Background: an optimization exercise with open tools, aiming at small area. Do not read the settings as production practice. Function was checked by simulation only, so behaviour that the tests miss may differ from the original. Power is estimated from default activity; no workload was simulated.

==> trial 56: inputs <==
==> flow/design.v <==
`timescale 1ns / 1ps
module FSM_top(emerg_in, g_f, f_f, s_f, emerg_out, motor, reset, clk, seg, next_LED, an);
input emerg_in, g_f, f_f, s_f, reset, clk;
output [6:0] seg;
output [7:0] an;
output emerg_out;
output [2:0] motor;
output [2:0] next_LED;
reg [5:0] a;      
reg h;            
reg [2:0] r;      
reg [4:0] q;      
reg [1:0] d2;
reg [1:0] lf;
reg [8:0] ps;     
reg [1:0] pg;     
reg [2:0] ctl;    
reg m2;           
wire alast = (a[4:0] == 5'b01110);
wire scan = alast & ~h;
wire q0 = q[4] & (q[2:0] == 3'b010);
wire qlast = (q[3:0] == 4'b1001);
wire step = alast & h & q0 & r[1] & ~r[0];
wire emerg = d2[1] & d2[0];
wire c1 = lf[0] & ~emerg;
wire c2 = lf[1] & ~emerg;
wire n1 = d2[0] & ~d2[1];
wire n2 = d2[1] & ~d2[0];
wire c0 = ~c1 & ~c2;
wire n0 = ~d2[0] & ~d2[1];
wire [1:0] nf;
assign nf[0] = d2[1] ? (~g_f & f_f) : d2[0] ? (~g_f & ~s_f) : f_f;
assign nf[1] = d2[1] ? (~g_f & ~f_f) : d2[0] ? (~g_f & s_f) : (~f_f & s_f);
wire [2:0] ctl_n;
assign ctl_n[0] = (c0 & (n1 | n2)) | (c1 & n2);
assign ctl_n[1] = (c1 & n0) | (c2 & ~d2[1]);
assign ctl_n[2] = (c0 & n2) | (c2 & n0);
wire pend = ~pg[0] ? ((ps & 9'b111101111) == 9'b000100111) :
            ~pg[1] ? ((ps & 9'b110110101) == 9'b100100101) :
                     ((ps & 9'b111110101) == 9'b100000100);
wire [1:0] pg_n = pend ? {pg[0] & ~pg[1], ~pg[1]} : pg;
always @(posedge clk or posedge reset) begin
    if (reset) begin
        a <= 6'b011100;
        h <= 1'b0;
        r <= 3'd0;
        q <= 5'b10010;
        d2 <= 2'd0;
        lf <= 2'd0;
        ps <= 9'b000001100;
        pg <= 2'b00;
        ctl <= 3'd0;
        m2 <= 1'b0;
    end else begin
        a <= {a[4:0], a[5] ^ a[0] ^ alast};
        h <= h ^ alast;
        if (scan) begin
            r <= r + 3'd1;
            q <= {q[3:0], q[4] ^ q[1] ^ qlast};
        end
        if (step) begin
            lf <= {n2, n1};
            d2 <= (emerg_in | emerg) ? 2'd3 : nf;
        end
        ps <= {ps[7:0], ps[8] ^ ps[4] ^ pend};
        pg <= pg_n;
        ctl <= ctl_n;
        m2 <= ctl[2] ? ~pg_n[1] : ~pg_n[0];
    end
end
assign emerg_out = emerg;
assign next_LED = {lf[1], lf[0], ~(lf[1] | lf[0])};
assign motor = {m2, ctl[1:0]};
assign an = ~{r == 3'd0, r == 3'd7, r == 3'd6, r == 3'd5, r == 3'd4, r == 3'd3, r == 3'd2, r == 3'd1};
wire sel = q0 & ~h;
wire blank = r[2] | ~(r[1] ^ r[0]);
wire is1 = r[0] ? c1 : sel ? lf[0] : n1;
wire is2 = r[0] ? c2 : sel ? lf[1] : n2;
assign seg = {blank | is1, blank, blank | is2, blank | is1, blank | is1, blank | is1 | is2, blank | ~is2};
endmodule
==> flow/flow/run.sh <==
#!/bin/bash
# Own layout flow: the standard ORFS flow (standard.sh) with
#  - synthesis: the standard script, but no adder extraction (ADDER_MAP_FILE empty) and an
#    area-oriented ABC script for the final mapping (flow/synth_wrap.tcl). Synthesis is run
#    once with each flow/abc_*.script and the script giving the smallest cell area is kept;
#  - port buffers: buf_1 instead of the default choice;
#  - CTS: clkbuf_4 clock buffers and no dummy loads.
# Each run's output goes to a log in the work folder (ORFS's own logs are under orfs/logs).
set -euo pipefail
W=$(cd "$(dirname "${BASH_SOURCE[0]}")/.." && pwd)
cd "$W"
export FLOW_SYNTH_TCL="$W/synth_recipe.tcl"
SYNTH_ARGS=(SYNTH_SCRIPT="$W/flow/synth_wrap.tcl" ADDER_MAP_FILE=)
STAT="$W/orfs/reports/${FLOW_PLATFORM:-sky130hd}/FSM_top/base/synth_stat.txt"

best=""
best_area=""
for s in "$W"/flow/abc_*.script; do
  name=$(basename "$s" .script)
  rm -rf "$W/orfs"
  if AREA_ABC_SCRIPT="$s" bash standard.sh "${SYNTH_ARGS[@]}" synth > "$W/synth_$name.log" 2>&1; then
    area=$(awk '/Chip area for module/ {print $NF}' "$STAT" | tail -1)
    echo "$name: $area" >> "$W/synth_choice.log"
    if [[ -n "$area" ]] && { [[ -z "$best" ]] || awk -v a="$area" -v b="$best_area" 'BEGIN { exit !(a < b) }'; }; then
      best="$s"
      best_area="$area"
    fi
  else
    echo "$name: failed" >> "$W/synth_choice.log"
  fi
done
[[ -n "$best" ]] || best="$W/flow/abc_a5.script"
echo "chosen: $(basename "$best") $best_area" >> "$W/synth_choice.log"

rm -rf "$W/orfs"
AREA_ABC_SCRIPT="$best" bash standard.sh "${SYNTH_ARGS[@]}" \
  BUFFER_PORTS_ARGS="-buffer_cell sky130_fd_sc_hd__buf_1" \
  CTS_ARGS="-sink_clustering_enable -repair_clock_nets -dont_use_dummy_load -buf_list sky130_fd_sc_hd__clkbuf_4 -sink_clustering_size 40 -sink_clustering_max_diameter 100" \
  finish > "$W/flow_standard.log" 2>&1
==> flow/flow/abc_a11.script <==
strash
dc2
balance; rewrite; refactor; balance; rewrite; rewrite -z; balance; refactor -z; rewrite -z; balance
&get -n
&st
&dch -f
&nf -R 1000
&put
mfs2
strash
&get -n
&dch -f
&nf -R 1000
&put
==> flow/flow/abc_a5.script <==
&get -n
&st
&dch
&nf -R 1000
&st
&syn2
&dch
&nf -R 1000
&st
&dch -f
&nf -R 1000
&put
==> flow/flow/abc_d3.script <==
&get -n
&st
&deepsyn -I 1 -J 50
&dch -f
&nf -R 1000
&put
==> flow/flow/abc_d7.script <==
&get -n
&st
&deepsyn -I 1 -J 50
&dch
&nf -R 1000
&put
==> flow/flow/abc_d8.script <==
&get -n
&st
&deepsyn -I 1 -J 50 -S 7
&dch -f
&nf -R 1000
&put
==> flow/flow/abc_d9.script <==
&get -n
&st
&deepsyn -I 2 -J 100 -S 3
&dch -f
&nf -R 1000
&st
&dch -f
&nf -R 1000
&put
==> flow/flow/synth_wrap.tcl <==
# Standard synthesis (the work folder's synth_recipe.tcl), with the final ABC mapping run
# with an area-oriented script instead of ORFS's speed script.
proc abc {args} {
  set i [lsearch -exact $args -script]
  if { $i >= 0 } {
    set args [lreplace $args [expr {$i + 1}] [expr {$i + 1}] $::env(AREA_ABC_SCRIPT)]
  }
  puts "abc (area script): $args"
  yosys abc {*}$args
}
source $::env(FLOW_SYNTH_TCL)
==> flow/standard.sh <==
#!/bin/bash
# synth_recipe.tcl (not shown) runs the flow's synth.tcl, then flattens the netlist and writes it again
# the make line also repeats each setting of config.mk as NAME=value (left out here)
make -C /OpenROAD-flow-scripts/flow DESIGN_CONFIG=/design/flow/config.mk WORK_HOME=/design/flow/orfs CLKGATE_MAP_FILE= SYNTH_SCRIPT=/design/flow/synth_recipe.tcl "${@:-finish}"
==> flow/config.mk <==
export PLATFORM = sky130hd
export DESIGN_NAME = FSM_top
export DESIGN_NICKNAME = FSM_top
export VERILOG_FILES = /design/flow/design.v
export SDC_FILE = /design/flow/constraint.sdc
export NUM_CORES = 4
export LEC_CHECK = 0
export CAP_MARGIN = 20
export CORE_MARGIN = 2
export CORE_UTILIZATION = 40
export SLEW_MARGIN = 20
==> flow/constraint.sdc <==
create_clock -name core_clock -period 10.0 [get_ports {clk}]
set_input_delay 2.0000 -clock core_clock [delete_from_list [all_inputs] [get_ports {clk}]]
set_output_delay 2.0000 -clock core_clock [all_outputs]
set_load 0.01 [all_outputs]
==> build 74: changes against trial 56 <==
==> flow/design.v, changed modules only <==
module FSM_top(emerg_in, g_f, f_f, s_f, emerg_out, motor, reset, clk, seg, next_LED, an);
input emerg_in, g_f, f_f, s_f, reset, clk;
output [6:0] seg;
output [7:0] an;
output emerg_out;
output [2:0] motor;
output [2:0] next_LED;
reg [6:0] a;      
reg [2:0] r;      
reg [4:0] q;      
reg [1:0] d2;
reg [1:0] lf;
reg [9:0] pc;     
reg [2:0] ctl;    
reg m2;           
wire scan = (a == 7'd49);
wire wrap = (a == 7'd99);
wire step = wrap & (q == 5'd0) & (r[1:0] == 2'd2);
wire emerg = (d2 == 2'd3);
wire [1:0] disp1 = emerg ? 2'd0 : lf;
wire [1:0] disp2 = emerg ? 2'd0 : d2;
reg [1:0] nf;
always @(*) begin
    case (d2)
    2'd0: nf = f_f ? 2'd1 : s_f ? 2'd2 : 2'd0;
    2'd1: nf = g_f ? 2'd0 : s_f ? 2'd2 : 2'd1;
    default: nf = g_f ? 2'd0 : f_f ? 2'd1 : 2'd2;
    endcase
end
reg [2:0] ctl_n;
always @(*) begin
    case ({disp1, disp2})
    4'b0001: ctl_n = 3'b001;
    4'b0010: ctl_n = 3'b101;
    4'b0100: ctl_n = 3'b010;
    4'b0110: ctl_n = 3'b001;
    4'b1000: ctl_n = 3'b110;
    4'b1001: ctl_n = 3'b010;
    default: ctl_n = 3'b000;
    endcase
end
wire [9:0] pc_n = (pc == 10'd1000) ? 10'd0 : pc + 10'd1;
always @(posedge clk or posedge reset) begin
    if (reset) begin
        a <= 7'd0;
        r <= 3'd0;
        q <= 5'd0;
        d2 <= 2'd0;
        lf <= 2'd0;
        pc <= 10'd0;
        ctl <= 3'd0;
        m2 <= 1'b0;
    end else begin
        a <= wrap ? 7'd0 : a + 7'd1;
        if (scan) begin
            r <= r + 3'd1;
            q <= (q == 5'd24) ? 5'd0 : q + 5'd1;
        end
        if (step) begin
            lf <= disp2;
            d2 <= (emerg_in | emerg) ? 2'd3 : nf;
        end
        pc <= pc_n;
        ctl <= ctl_n;
        m2 <= ctl[2] ? (pc_n < 10'd700) : (pc_n < 10'd400);
    end
end
assign emerg_out = emerg;
assign next_LED = {lf == 2'd2, lf == 2'd1, lf == 2'd0};
assign motor = {m2, ctl[1:0]};
assign an = ~{r == 3'd0, r == 3'd7, r == 3'd6, r == 3'd5, r == 3'd4, r == 3'd3, r == 3'd2, r == 3'd1};
wire [1:0] dv2 = ((q == 5'd0) & (a < 7'd50)) ? lf : disp2;
wire [1:0] dv = (r == 3'd1) ? disp1 : dv2;
wire blank = (r != 3'd1) & (r != 3'd2);
assign seg = blank ? 7'b1111111 :
             (dv == 2'd0) ? 7'b0000001 :
             (dv == 2'd1) ? 7'b1001111 : 7'b0010010;
endmodule
==> flow/run.sh (new file) <==
#!/bin/bash
# synth_recipe.tcl (not shown) runs the flow's synth.tcl, then flattens the netlist and writes it again
# the make line also repeats each setting of config.mk as NAME=value (left out here)
make -C /OpenROAD-flow-scripts/flow DESIGN_CONFIG=/design/flow/config.mk WORK_HOME=/design/flow/orfs CLKGATE_MAP_FILE= SYNTH_SCRIPT=/design/flow/synth_recipe.tcl finish
removed: flow/flow/run.sh
removed: flow/flow/abc_a11.script
removed: flow/flow/abc_a5.script
removed: flow/flow/abc_d3.script
removed: flow/flow/abc_d7.script
removed: flow/flow/abc_d8.script
removed: flow/flow/abc_d9.script
removed: flow/flow/synth_wrap.tcl
removed: flow/standard.sh
==> trial 1: changes against trial 56 <==
--- a/flow/design.v
+++ b/flow/design.v
@@ -19,6 +19,5 @@
 wire alast = (a[4:0] == 5'b01110);
 wire scan = alast & ~h;
-wire q0 = q[4] & (q[2:0] == 3'b010);
-wire qlast = (q[3:0] == 4'b1001);
+wire q0 = (q == 5'd0);
 wire step = alast & h & q0 & r[1] & ~r[0];
 wire emerg = d2[1] & d2[0];
@@ -45,5 +44,5 @@
         h <= 1'b0;
         r <= 3'd0;
-        q <= 5'b10010;
+        q <= 5'd0;
         d2 <= 2'd0;
         lf <= 2'd0;
@@ -57,5 +56,5 @@
         if (scan) begin
             r <= r + 3'd1;
-            q <= {q[3:0], q[4] ^ q[1] ^ qlast};
+            q <= (q[4] & q[3]) ? 5'd0 : q + 5'd1;
         end
         if (step) begin
==> flow/flow/abc_a2.script (new file) <==
&get -n
&st
&dch
&nf -R 1000
&put
==> flow/flow/abc_a6.script (new file) <==
strash
dc2
strash
dch -f
amap
topo
==> flow/flow/abc_a9.script (new file) <==
&get -n
&st
&dch
&nf -R 1000
&st
&dc2
&dch -f
&nf -R 1000
&st
&dc2
&dch -f
&nf -R 1000
&st
&dc2
&dch -f
&nf -R 1000
&st
&dc2
&dch -f
&nf -R 1000
&st
&dc2
&dch -f
&nf -R 1000
&put
removed: flow/flow/abc_d3.script
removed: flow/flow/abc_d7.script
removed: flow/flow/abc_d8.script
removed: flow/flow/abc_d9.script
==> qor summary <==
	trial 1	build 74	trial 56
Shortest clock period the worst path allows after layout	4.06 ns	4.96 ns	3.88 ns
Sw frac	0.209	0.224	0.206
Sequential element share of the synthesized area	0.590	0.393	0.604
Layout cell share with drive strength beyond 1	0.0671	0.0781	0.0921
Worst setup slack after placement	6.26 ns	5.33 ns	6.46 ns
Register-to-register setup slack	7.63 ns	7.90 ns	7.96 ns
Post-synthesis instance area	1450 um^2	2100 um^2	1420 um^2
Outcome	finished clean	finished clean	finished clean
CP Depth	6	8	7
Routability-driven placement congestion ratio	0.773	0.809	0.769
Post-Route Hold Slack	0.352 ns	0.527 ns	0.367 ns
Worst r2r dst	q[3]	lf[1]	m2
Multiplexer fraction of the synthesized cell area	0.0146	0.0203	0.0387
Sequential cell area	857 um^2	826 um^2	860 um^2
Non-filler instance count after layout	210	326	198
Total routed wirelength	2.60 mm	4.21 mm	2.20 mm
Met3 track demand over resource in global routing	0.0475	0.0308	0.0500
Synth Instances	137	232	126
CP arrival	2.06 ns	2.96 ns	1.88 ns
Highest fanout seen on the critical path	6	5	4
Power per cell area	127 nW/um^2	98.3 nW/um^2	129 nW/um^2
Detail-routed via count per cell	5.09	5.13	4.95
Number of sequential cells	34	33	34
Number of flip-flops under the largest register name	9	10	9
Hold-critical path depth	0	1	0

==> afterwards: timing with drivers on the ports <==
How much do the figures lean on ideal ports? The routed layouts below were timed once more, with nothing changed but the port constraints. Step 1 sets driving cells, clkbuf_16 on the clock port and buf_2 on the other inputs (assumed; they add their load-dependent delay and slew). Step 2, shift: input delay + t, output delay - t, t = (earliest + latest rising clock arrival at the registers) / 2. This alone moves slack from input paths to output paths. a / b / c = ideal ports / drivers / drivers and shift; a / b = the first two.
run | shift t [ns] | setup WS [ns] | worst setup path after step 2 | pins driven straight from the clock port
trial 56 | 0.342 | 6.122 / 6.100 / 6.441 | register to output | 1
build 74 | 0.297 | 5.038 / 5.013 / 5.310 | register to output | 1
trial 1 | 0.342 | 5.935 / 5.913 / 6.255 | register to output | 1
After both steps setup and hold are still met in every run listed.
